Background: an optimization exercise with open tools, aiming at small area. Do not read the settings as production practice.
Only simulation tests tie the RTL to the original design; equivalence was not proved.
No activity file was given, so power comes from the tool's default toggle rates.

==> module print_snake, before the edit <==
module print_snake(clk,
						 rst,
						 btn_right,
						 btn_left,
						 btn_up,
						 btn_down,
						 r_pixel,
						 r_next,
						 c_pixel,
						 food_X,
						 food_Y,
						 prnt,
						 make_food,
						 game_over);
	input 		 clk,
					 rst,
					 btn_right,
					 btn_left,
					 btn_up,
					 btn_down;
	input [9:0]  r_pixel,
					 r_next,
					 c_pixel;
	input [7:0]  food_X,
					 food_Y;
	output 		 prnt;
	output reg	 make_food,
					 game_over;
	localparam [1:0] DR = 2'd0, DL = 2'd1, DU = 2'd2, DD = 2'd3;
	integer i;
	reg [8:0] spd;
	reg       post_ticket;
	always @(posedge clk) begin
		if (rst) begin
			spd <= 0;
			post_ticket <= 0;
		end
		else begin
			spd <= spd + 9'd1;
			post_ticket <= (spd == 9'd511);
		end
	end
	reg       mv_v;
	reg [1:0] mv_d;
	always @(posedge clk) begin
		if (rst)
			mv_v <= 0;
		else if (!game_over) begin
			if (btn_left)       begin mv_v <= 1; mv_d <= DL; end
			else if (btn_right) begin mv_v <= 1; mv_d <= DR; end
			else if (btn_up)    begin mv_v <= 1; mv_d <= DU; end
			else if (btn_down)  begin mv_v <= 1; mv_d <= DD; end
		end
	end
	reg [1:0]  HP;       
	reg [1:0]  LD;       
	reg        zf;       
	reg [15:0] body0;    
	reg [6:0]  len;      
	reg        grew;     
	wire [6:0] E = len - {6'd0, grew};   
	reg        hit_r, dup_r;
	reg [15:0] tail;     
	wire [7:0] b0x = body0[15:8];
	wire [7:0] b0y = body0[7:0];
	reg [7:0] hx, hy;
	always @(*) begin
		hx = b0x;
		hy = b0y;
		if (zf)
			case (LD)
				DR: hx = b0x + 8'd1;
				DL: hx = b0x - 8'd1;
				DU: hy = b0y - 8'd1;
				DD: hy = b0y + 8'd1;
			endcase
	end
	wire go_keep = (len == 7'd100) & game_over;
	wire eat     = (body0 == {food_X, food_Y});
	wire wall    = (b0x == 8'h91) || (b0x == 8'h10) || (b0y == 8'h6F) || (b0y == 8'h0A);
	always @(posedge clk) begin
		if (rst) begin
			game_over <= 0;
			make_food <= 0;
			len       <= 7'd10;
			grew      <= 0;
			body0     <= 16'h4040;
			HP        <= DR;
			LD        <= DR;
			zf        <= 0;
		end
		else if (post_ticket) begin
			make_food <= eat;
			len       <= (eat && len != 7'd100) ? len + 7'd1 : len;
			grew      <= eat && len != 7'd100;
			game_over <= go_keep | hit_r | wall;
			body0     <= {hx, hy};    
			LD        <= HP;
			if (mv_v && (mv_d[1] != HP[1]))
				HP <= mv_d;
			zf        <= 1;
		end
	end
	reg [1:0] ring [0:99];
	reg [6:0] c100;
	reg       pending, fill, dirty;
	reg [1:0] ins_dir;
	wire       c99     = (c100 == 7'd99);
	wire       ins_now = c99 && (pending || post_ticket);
	wire       start   = ins_now || (c100 == 7'd100);
	wire [1:0] new_dir = zf ? LD : DL;    
	wire [1:0] cur_dir = ins_now ? (pending ? ins_dir : new_dir) : (fill ? DR : ring[0]);
	always @(posedge clk) begin
		for (i = 0; i < 99; i = i + 1)
			ring[i] <= ring[i+1];
		ring[99] <= cur_dir;
	end
	always @(posedge clk) begin
		if (rst) begin
			c100    <= 7'd100;
			pending <= 0;
			fill    <= 1;
			dirty   <= 0;
		end
		else begin
			c100    <= (ins_now || c100 == 7'd100) ? 7'd1 : c100 + 7'd1;
			if (c99)
				fill <= 0;
			pending <= post_ticket ? !ins_now : (ins_now ? 1'b0 : pending);
			dirty   <= start ? (post_ticket && !ins_now) : (dirty | post_ticket);
		end
	end
	always @(posedge clk)
		if (post_ticket)
			ins_dir <= new_dir;
	reg [15:0] wpos;
	reg [1:0]  wprev;    
	wire [1:0] prev   = start ? LD : wprev;
	wire       nostep = (cur_dir == DL && prev == DR) || (ins_now && !pending);
	always @(posedge clk)
		wprev <= cur_dir;
	wire [15:0] base  = start ? body0 : wpos;
	reg  [15:0] wnext;
	always @(*) begin
		wnext = base;
		if (!nostep)
			case (cur_dir)
				DR: wnext[15:8] = base[15:8] - 8'd1;
				DL: wnext[15:8] = base[15:8] + 8'd1;
				DU: wnext[7:0]  = base[7:0]  + 8'd1;
				DD: wnext[7:0]  = base[7:0]  - 8'd1;
			endcase
	end
	always @(posedge clk)
		wpos <= wnext;
	wire [6:0] wk  = c100;
	wire       eq0 = (wpos == body0);
	wire       eqt = (wpos == tail);
	reg        hacc, dacc;
	always @(posedge clk) begin
		if (wk == 7'd1) begin
			hacc <= 0;
			dacc <= eqt;
		end
		else begin
			hacc <= hacc | eq0;
			dacc <= dacc | eqt;
		end
		if (wk == E) begin
			hit_r <= hacc | eq0;
			dup_r <= dacc | eq0;
			tail  <= wpos;
		end
	end
	wire [9:0] c       = c_pixel;
	wire       clr_all = (c == 10'd579);
	wire       clrA    = clr_all || (c == 10'd127) || (c == 10'd383);
	wire       clrB    = (c == 10'd255) || (c == 10'd511);
	wire       blank   = (c >= 10'd580);
	wire [7:0] rowB    = blank ? r_next[9:2] : r_pixel[9:2];
	wire [2:0] tgt     = blank ? 3'd0 : {1'b0, c[8:7]} + 3'd1;
	wire       tgt_ok  = blank || !c[9];
	reg        okf;
	always @(posedge clk)
		okf <= start ? 1'b1 : ((wk == E) ? 1'b0 : okf);
	wire       wset  = okf && !(dirty && wk == E) && (wpos[7:0] == rowB) && tgt_ok && (wpos[15:13] == tgt);
	wire       tadd  = post_ticket && (b0y == rowB) &&
						  ((tgt_ok && b0x[7:5] == tgt) || (!blank && b0x[7:5] == c[9:7]));
	wire       trem  = post_ticket && !grew && !dup_r && (tail[7:0] == rowB) &&
						  ((tgt_ok && tail[15:13] == tgt) || (!blank && tail[15:13] == c[9:7]));
	wire [15:0] lo1, lo2;
	wire [3:0]  hi1, hi2;
	genvar g;
	generate
		for (g = 0; g < 16; g = g + 1) begin : dl
			assign lo1[g] = (wpos[11:8] == g);
			assign lo2[g] = (b0x[3:0] == g);
		end
		for (g = 0; g < 4; g = g + 1) begin : dh
			assign hi1[g] = wset && (wpos[13:12] == g);
			assign hi2[g] = tadd && (b0x[5:4] == g);
		end
	endgenerate
	wire [63:0] bm;
	generate
		for (g = 0; g < 64; g = g + 1) begin : map
			rowmap_bit mb(.clk(clk), .clr(g < 32 ? clrA : clrB),
							  .h1(hi1[g/16]), .l1(lo1[g%16]), .h2(hi2[g/16]), .l2(lo2[g%16]), .q(bm[g]));
		end
	endgenerate
	reg       m1v;
	reg [7:0] m1x;
	always @(posedge clk) begin
		if (rst || clr_all)
			m1v <= 0;
		else if (post_ticket) begin
			m1v <= trem;
			m1x <= tail[15:8];
		end
	end
	wire [7:0] cx = c_pixel[9:2];
	wire bsel;
	rowmap_read rr(.bm(bm), .cx(cx[5:0]), .q(bsel));
	assign prnt = bsel && !(m1v && m1x == cx);
endmodule
clock: 8.0 ns
lec_check: 0
cap_margin: 20
core_margin: 2
core_utilization: 60
cts_cluster_diameter: 100
cts_cluster_size: 25
slew_margin: 20
synth_hierarchical: 1
synth_minimum_keep_size: 0
run.sh (not shown) runs the stock make flow with config.mk's settings and CLKGATE_MAP_FILE= SYNTH_SCRIPT=/design/flow/synth_recipe.tcl, a recipe that flattens the netlist after the stock synthesis.
Edit:
--- a/flow/design.v
+++ b/flow/design.v
@@ -341,12 +341,11 @@
 	reg        okf;
 	always @(posedge clk)
 		okf <= start ? 1'b1 : ((wk == E) ? 1'b0 : okf);
 	wire       wset  = okf && !(dirty && wk == E) && (wpos[7:0] == rowB) && tgt_ok && (wpos[15:13] == tgt);
-	wire       tadd  = post_ticket && (b0y == rowB) &&
-						  ((tgt_ok && b0x[7:5] == tgt) || (!blank && b0x[7:5] == c[9:7]));
-	wire       trem  = post_ticket && !grew && !dup_r && (tail[7:0] == rowB) &&
-						  ((tgt_ok && tail[15:13] == tgt) || (!blank && tail[15:13] == c[9:7]));
+	wire       trow  = post_ticket && (b0y == rowB);
+	wire       tadd  = trow && ((tgt_ok && b0x[7:5] == tgt) || (!blank && b0x[7:5] == c[9:7]));
+	wire       trem  = post_ticket && !grew && !dup_r && (tail[7:0] == rowB);
 	wire [15:0] lo1, lo2;
 	wire [3:0]  hi1, hi2;
 	genvar g;
 	generate
@@ -365,22 +364,34 @@
 			rowmap_bit mb(.clk(clk), .clr(g < 32 ? clrA : clrB),
 							  .h1(hi1[g/16]), .l1(lo1[g%16]), .h2(hi2[g/16]), .l2(lo2[g%16]), .q(bm[g]));
 		end
 	endgenerate
-	reg       m1v;
-	reg [7:0] m1x;
+	reg       m1v, m2v, tk1;
+	reg [7:0] m1x, m2x;
 	always @(posedge clk) begin
-		if (rst || clr_all)
+		if (rst || clr_all) begin
 			m1v <= 0;
+			m2v <= 0;
+			tk1 <= 0;
+		end
 		else if (post_ticket) begin
-			m1v <= trem;
-			m1x <= tail[15:8];
+			tk1 <= 1;
+			if (!tk1) begin
+				m1v <= trem;
+				m1x <= tail[15:8];
+			end
+			else begin
+				m2v <= trem;
+				m2x <= tail[15:8];
+				if (trow && m1x == b0x)
+					m1v <= 0;
+			end
 		end
 	end
 	wire [7:0] cx = c_pixel[9:2];
 	wire bsel;
 	rowmap_read rr(.bm(bm), .cx(cx[5:0]), .q(bsel));
-	assign prnt = bsel && !(m1v && m1x == cx);
+	assign prnt = bsel && !(m1v && m1x == cx) && !(m2v && m2x == cx);
 endmodule
 module rowmap_bit(clk, clr, h1, l1, h2, l2, q);
 	input clk, clr, h1, l1, h2, l2;
 	output reg q;
What happened:
- clock-buffer cell count increases by 1
- via count grows by 0.76%
- non-clock buffer count grows by 6
- total power is higher by 3.4%
- final area goes up by 2.1%
- sequential share of layout area rose by 0.47 points
- clock skew went down by 0.030 ns
- utilization climbs by 0.13 points
- fmax goes up by 7.8%
- routed wire length rises by 0.81%

## re-timing with driven ports
In the flow no input, the clock included, has a driving cell. The finished layouts below were timed again as built, in two steps. Step 1, drivers: a clkbuf_16 drives clk and a buf_2 each remaining input, both assumed. Step 2 moves the port delays by t, midway between the first and last clock arrival at a register: inputs arrive t later, outputs are due t later. That takes back most of the time a late clock gives input paths. a / b / c = ideal / step 1 / step 2; a / b = the first two.
run | t (ns) | setup slack, ns | clock arrival spread, ns | slew at the worst register clock pin (ns)
the first run | 0.579 | 3.298 / 3.298 / 3.298 | 0.052 / 0.051 | 0.11 / 0.11
the second run | 0.605 | 3.639 / 3.589 / 3.858 | 0.029 / 0.029 | 0.11 / 0.11
After both steps setup and hold are still met in every run listed.
